Background: an optimization exercise with open tools, aiming at small area. Do not read the settings as production practice.
Function not checked in this run: the RTL went through the layout flow alone.

==> design.v <==
module stopwatch00(input btn,  
             input clk,			 
             input rst,			 
             input save,		 
             input outres,		 
             output reg led,	 
             output reg ledr,	 
             output reg ledg,	 
             output reg ledb,	 
             output reg [8:0] leds,   
             output reg [11:0]ledsindicates,	 
             output reg [7:0] cs,	 
             output reg [7:0] ds,	 
             output reg [7:0] s,		 
             output reg [7:0] ss,	 
             output reg [7:0] m,		 
             output reg [7:0] mm);	 
localparam TICK_MAX = 3;	 
reg btn_f; 		 
reg save_f; 		 
reg btn_is_stop;	 
integer i;			 
integer j;			 
integer ledind;	 
integer step;		 
reg [10:0] index;	 
reg [10:0] showindex;	 
reg [31:0] ticks;	 
reg [7:0] csecs;	 
reg [7:0] secs;	 
reg [7:0] mins;	 
wire [7:0] numbers [0:9];	 
wire [7:0] numbersdot [0:9];	 
reg [47:0] results [0:9];	 
reg [10:0] rd;	 
assign numbers[0] = 8'b11000000;
assign numbers[1] = 8'b11111001;
assign numbers[2] = 8'b10100100;
assign numbers[3] = 8'b10110000;
assign numbers[4] = 8'b10011001;
assign numbers[5] = 8'b10010010;
assign numbers[6] = 8'b10000010;
assign numbers[7] = 8'b11111000;
assign numbers[8] = 8'b10000000;
assign numbers[9] = 8'b10010000;
assign numbersdot[0] = 8'b01000000;
assign numbersdot[1] = 8'b01111001;
assign numbersdot[2] = 8'b00100100;
assign numbersdot[3] = 8'b00110000;
assign numbersdot[4] = 8'b00011001;
assign numbersdot[5] = 8'b00010010;
assign numbersdot[6] = 8'b00000010;
assign numbersdot[7] = 8'b01111000;
assign numbersdot[8] = 8'b00000000;
assign numbersdot[9] = 8'b00010000;
always@(posedge clk)
  if (rst)
  begin
  for (i = 0;i < 9;i = i + 1)
      leds[i] = 0;
  ledr = 0;
  ledg = 0;
  ledb = 0;
  btn_f = 0;
  save_f = 0;
  led = 1;
  btn_is_stop = 0;
  ledind = 0;
  step = 1;
  index = 0;
  showindex = 0;
  ticks = 0;
  csecs = 0;
  secs = 0;
  mins = 0;
  ledsindicates = 0;
  cs = numbers[0];
  ds = numbers[0];
  s = numbersdot[0] ;
  ss = numbers[0];
  m = numbersdot[0];
  mm = numbers[0];
  end
  else
  begin
    if (btn_is_stop == 0)
      begin
        if (outres == 0)
          begin
            ledg = 0;
            ledr = 1;
            ledb = 0;
          end
        else
          begin
            ledg = 0;
            ledr = 0;
            ledb = 1;
          end
      end
    if (btn_is_stop == 1)
      begin
    if (ticks == TICK_MAX)
       begin
       ledg = 1;
       ledr = 0;
       ledb = 0;
          ticks = 0;
          if (csecs == 99)
            begin
              csecs = 0;
              if (secs == 59)
                begin
                  secs = 0;
                  if (mins == 99)
                    mins = 0;
                  else
                    mins = mins + 1;
                end
              else
                secs = secs + 1;
            end
          else
            csecs = csecs + 1;
           if (csecs == 0 || csecs == 5)
                led = ~led;
			  if ((csecs % 9 == 0) && (csecs != 99))
					begin
						for (j = 0; j < 12; j = j + 1)
							ledsindicates[j] = 0;
					ledsindicates[ledind] = 1;
					ledind = ledind + step;
					if (ledind == -1 || ledind == 12)
						begin
							if (step == 1)
								step = -1;
							else
								step = 1;
							ledind = ledind + 2 * step;
						end
					end
        end
    else
      ticks = ticks + 1;
    cs = numbers[csecs % 10];
    ds = numbers[csecs / 10];
    s = numbersdot[secs % 10] ;
    ss = numbers[secs / 10];
    m = numbersdot[mins % 10];
    mm = numbers[mins / 10];
    end
    if (btn == 0 &&  btn_f == 0)
    begin
      btn_f = 1;
      if (btn_is_stop == 0)
        begin
          btn_is_stop = 1;
          showindex = 0;
        end
      else
        btn_is_stop = 0;
    end
    else if (btn == 1 && btn_f == 1)
      btn_f = 0;
    if (save == 0 && save_f == 0)
      begin
        save_f = 1;
        if (outres == 0)
          begin
            if (btn_is_stop == 0)
              begin
                for(i = 0;i < 12;i = i + 1)
                  ledsindicates[i] = 0;
                led = 1;
                csecs = 0;
                secs = 0;
					 mins = 0;
                index = 0;
                showindex = 0;
                cs = numbers[csecs % 10];
                ds = numbers[csecs / 10];
                s = numbersdot[secs % 10] ;
                ss = numbers[secs / 10];
                m = numbersdot[mins % 10];
                mm = numbers[mins / 10];
              end
            else if (index < 10)
              begin
                results[index[3:0]] = {mm, m, ss, s, ds, cs};
                index = index + 1;
              end
          end
        else
          begin
            if (btn_is_stop == 0 && index != 0)
              begin
                rd = showindex%index;
                {mm, m, ss, s, ds, cs} = results[rd[3:0]];
                showindex = showindex + 1;
              end
          end
      end
    else if (save == 1 && save_f == 1)
      save_f = 0;
  end
endmodule
==> run.sh <==
#!/bin/bash
# synth_recipe.tcl (not shown) runs the flow's synth.tcl, then flattens the netlist and writes it again
# the make line also repeats each setting of config.mk as NAME=value (left out here)
make -C /OpenROAD-flow-scripts/flow DESIGN_CONFIG=/design/flow/config.mk WORK_HOME=/design/flow/orfs CLKGATE_MAP_FILE= SYNTH_SCRIPT=/design/flow/synth_recipe.tcl finish
==> config.mk <==
export PLATFORM = sky130hd
export DESIGN_NAME = stopwatch00
export DESIGN_NICKNAME = stopwatch00
export VERILOG_FILES = /design/flow/design.v
export SDC_FILE = /design/flow/constraint.sdc
export NUM_CORES = 4
export LEC_CHECK = 0
export CAP_MARGIN = 20
export CORE_MARGIN = 2
export CORE_UTILIZATION = 40
export SLEW_MARGIN = 20
==> constraint.sdc <==
create_clock -name core_clock -period 30.0 [get_ports {clk}]
set_input_delay 6.0000 -clock core_clock [delete_from_list [all_inputs] [get_ports {clk}]]
set_output_delay 6.0000 -clock core_clock [all_outputs]
set_load 0.01 [all_outputs]
==> flow_summary.ini <==
[sta]
drv_slew = 0
whs_ns = 0.4748
relSlewSlack = 0.2405
worst_clock_skew_ns = 0.02680
post-route-min-period_ns = 27.84
max_freq_ghz = 0.03592
setup_violations = 0
tightest_slew_ns = 1.124
setup_slack_ns = 2.160
timing.final.crit_share = 0.9280
rsz0062_at_grt = no
hold_viol = 0
tns_ns = 0

[synth]
async_reset_ff_frac = 0
synth_edf_count = 480
ys.flop_type = edfxtp_1
yosysSeqAreaShare = 0.4737
avgSynthCellArea_um2 = 9.950
synth_most_common_cell = edfxtp_1
yosys-top-cells-count = edfxtp_1, nand2_1, nor2_1
synth_warnings = 2
synthesis.area_um2 = 37950
yosys-top-cells-area = edfxtp_1, dfxtp_1, ha_1, nand2_1, a21oi_1
synth.top_cell.area_share = 0.3798
syn_inst = 3814
ys_ff_latch = 658
synth.distinct_cells = 121
yosysTopAreaCell = edfxtp_1

[clock_network]
clk_latency_ns = 0.64
clk_path_buf_depth = 3
h-tree-depth = 3
cts_sinks = 658
clkTransAtPathRegs_ns = 0.06
clockRootBuffer = clkbuf_16
cts_tree = yes
cts_hold_buf = 0
numCtsBuffers = 74

[placed_design]
port_buffers = 68
hpwlAfterDp_mm = 73.28
gp_congestion = 0.8727
place_ws_ns = 0.7890
dp.cells = 5012

[route]
ant_nets = 0
first_pass_iters = 6
via_per_inst = 6.034
wirelength_mm = 113.8
drc_errors = 0
drtIter0Drc = 3757
wire_per_inst_um = 22.06
route.vias.total = 31110

[worst_setup_path]
slowest_stage = mux2_2
critPathKind = in -> reg
crit_family = compound AO/OA/AOI/OAI gates
required_ns = 30.56
end_kind = flop
cp.arrival_ns = 28.40
start_kind = input pin
crit_top_cell = o21a_1
max_stage_delay_ns = 0.94
critical_path_buf_inv_count = 10
r2r_slack_ns = 7.54
cp_max_fo = 30

[grt]
grt.overflow.total = 0
grt_pass1_vias = 28907
grt_max_degree = 61
grt_first_pass_wirelength_mm = 173.2
antenna_found_initial = 3
grt_use_total = 0.2254

[floorplan]
die_h_um = 312.0
ioPinCount = 78
rows = 112
start_util = 0.4054
dieArea_um2 = 97350
die_w_um = 312.0
core_um2 = 93610

[job]
maxCapViolations = 0

[final_layout]
areaGrowthSynthToFinish_pct = 12.26
final_nets = 4010
fin_cells = 5156
drive_above_1_share = 0.08639
utilization = 0.4551

[worst_hold_path]
hold_path.class = reg -> reg

[outcome]
status = complete, no violations
## layout make-up
cell class                      instances  area [µm²]
Fill cell                            8870       51010
Clock buffer                          102        2038
Antenna cell                            1       2.502
Multi-Input combinational cell       2859       19000
Tap cell                             1254        1569
Clock inverter                         32       371.6
Sequential cell                       658       17980
Timing Repair Buffer                  143        1239
Inverter                              107       401.6
## stage by stage
step	cell area, µm²
floorplan	37980
global placement	40070
detailed placement	40080
CTS	42490
global route	42600
finish	42600
## logic make-up after synthesis
kind of cell,count (synthesis),synth area share
other,1,0.00009882
AO/OA/AOI/OAI,1134,0.2067
multiplexers,96,0.02654
XOR/XNOR,165,0.03953
AND/OR/NAND/NOR,1290,0.1664
flip-flops,658,0.4737
buffers and inverters,305,0.03218
adder cells (fa/ha/maj),165,0.05480
## metal layers
layer  wire length, µm  up-vias  global-route usage
li1                  -    14669                   -
met1             51620    15191              0.3260
met2             51630     1120              0.3609
met3              8367      130             0.02887
met4              2135        0             0.04939
met5                 0        -                   0
## flip-flops by register name, summed over array words and instances, names as in the netlist, 11 cells and up
signal and flops:
ticks 32, index 11, results 480, showindex 11, ledind 32, ledsindicates 12
## timing repair
item / 4_1_cts / 5_1_grt
buffers inserted: 0 / 8
endpoints found under the setup margin: 0 / 36
resized for setup: 0 / 5
## path summary, 6_finish.rpt
path | start | end | depth (start not counted)
worst max-delay path | btn | m[5] | 96
worst min-delay path | ledsindicates[10] | ledsindicates[10] | 2
worst max register to register | index[10] | m[5] | 94
worst min register to register | ledsindicates[10] | ledsindicates[10] | 2
## placed cells by master, fill, tap and decap left out, types with 37 or more instances in the layout
cell / synthesis / layout
and3_1: 39 / 39
nand3_1: 123 / 123
o21a_1: 68 / 68
a21oi_1: 258 / 255
ha_1: 159 / 159
clkbuf_16: 0 / 75
edfxtp_1: 480 / 480
nor2_1: 311 / 301
a31oi_1: 58 / 58
nor4_1: 50 / 48
nor3_1: 122 / 117
a211oi_1: 39 / 39
dfxtp_1: 178 / 177
o21ai_0: 194 / 193
nand2_1: 378 / 378
inv_1: 103 / 102
xor2_1: 56 / 56
xnor2_1: 104 / 104
o211ai_1: 37 / 37
o31ai_1: 47 / 46
a22oi_1: 46 / 46
mux2i_1: 68 / 67
a221oi_1: 41 / 41
nand4_1: 37 / 37
clkdlybuf4s50_1: 0 / 67
buf_4: 10 / 74
## tightest hold or removal path, delay by kind of cell, from the launching register on
family	cells	cell delay, ns
flops	1	0.31
simple gates	1	0.06
compound gates	1	0.06

-- re-timing with driven ports --
The flow's constraints put no driver on any port. The routed layout listed below was extracted and timed again, unchanged, in two steps.
Step 1 (the two cells are an assumption about what drives the block):
set clk [get_ports {clk}]
set_driving_cell -lib_cell sky130_fd_sc_hd__clkbuf_16 $clk
set_driving_cell -lib_cell sky130_fd_sc_hd__buf_2 [delete_from_list [all_inputs] $clk]
Step 2 moves the port delays by t, midway between the first and last clock arrival at a register: inputs arrive t later, outputs are due t later. That takes back most of the time a late clock gives input paths.
Three values: ideal ports, drivers, drivers and shift; two values: the first two.
t, ns: 0.697
setup slack, ns: 2.160 / 2.203 / 1.507
worst hold slack (ns): 0.475 / 0.475 / 0.475
After both steps setup and hold are still met in this run. The setup slack of this run moves by +0.043 ns with the drivers and by -0.653 ns with both steps.
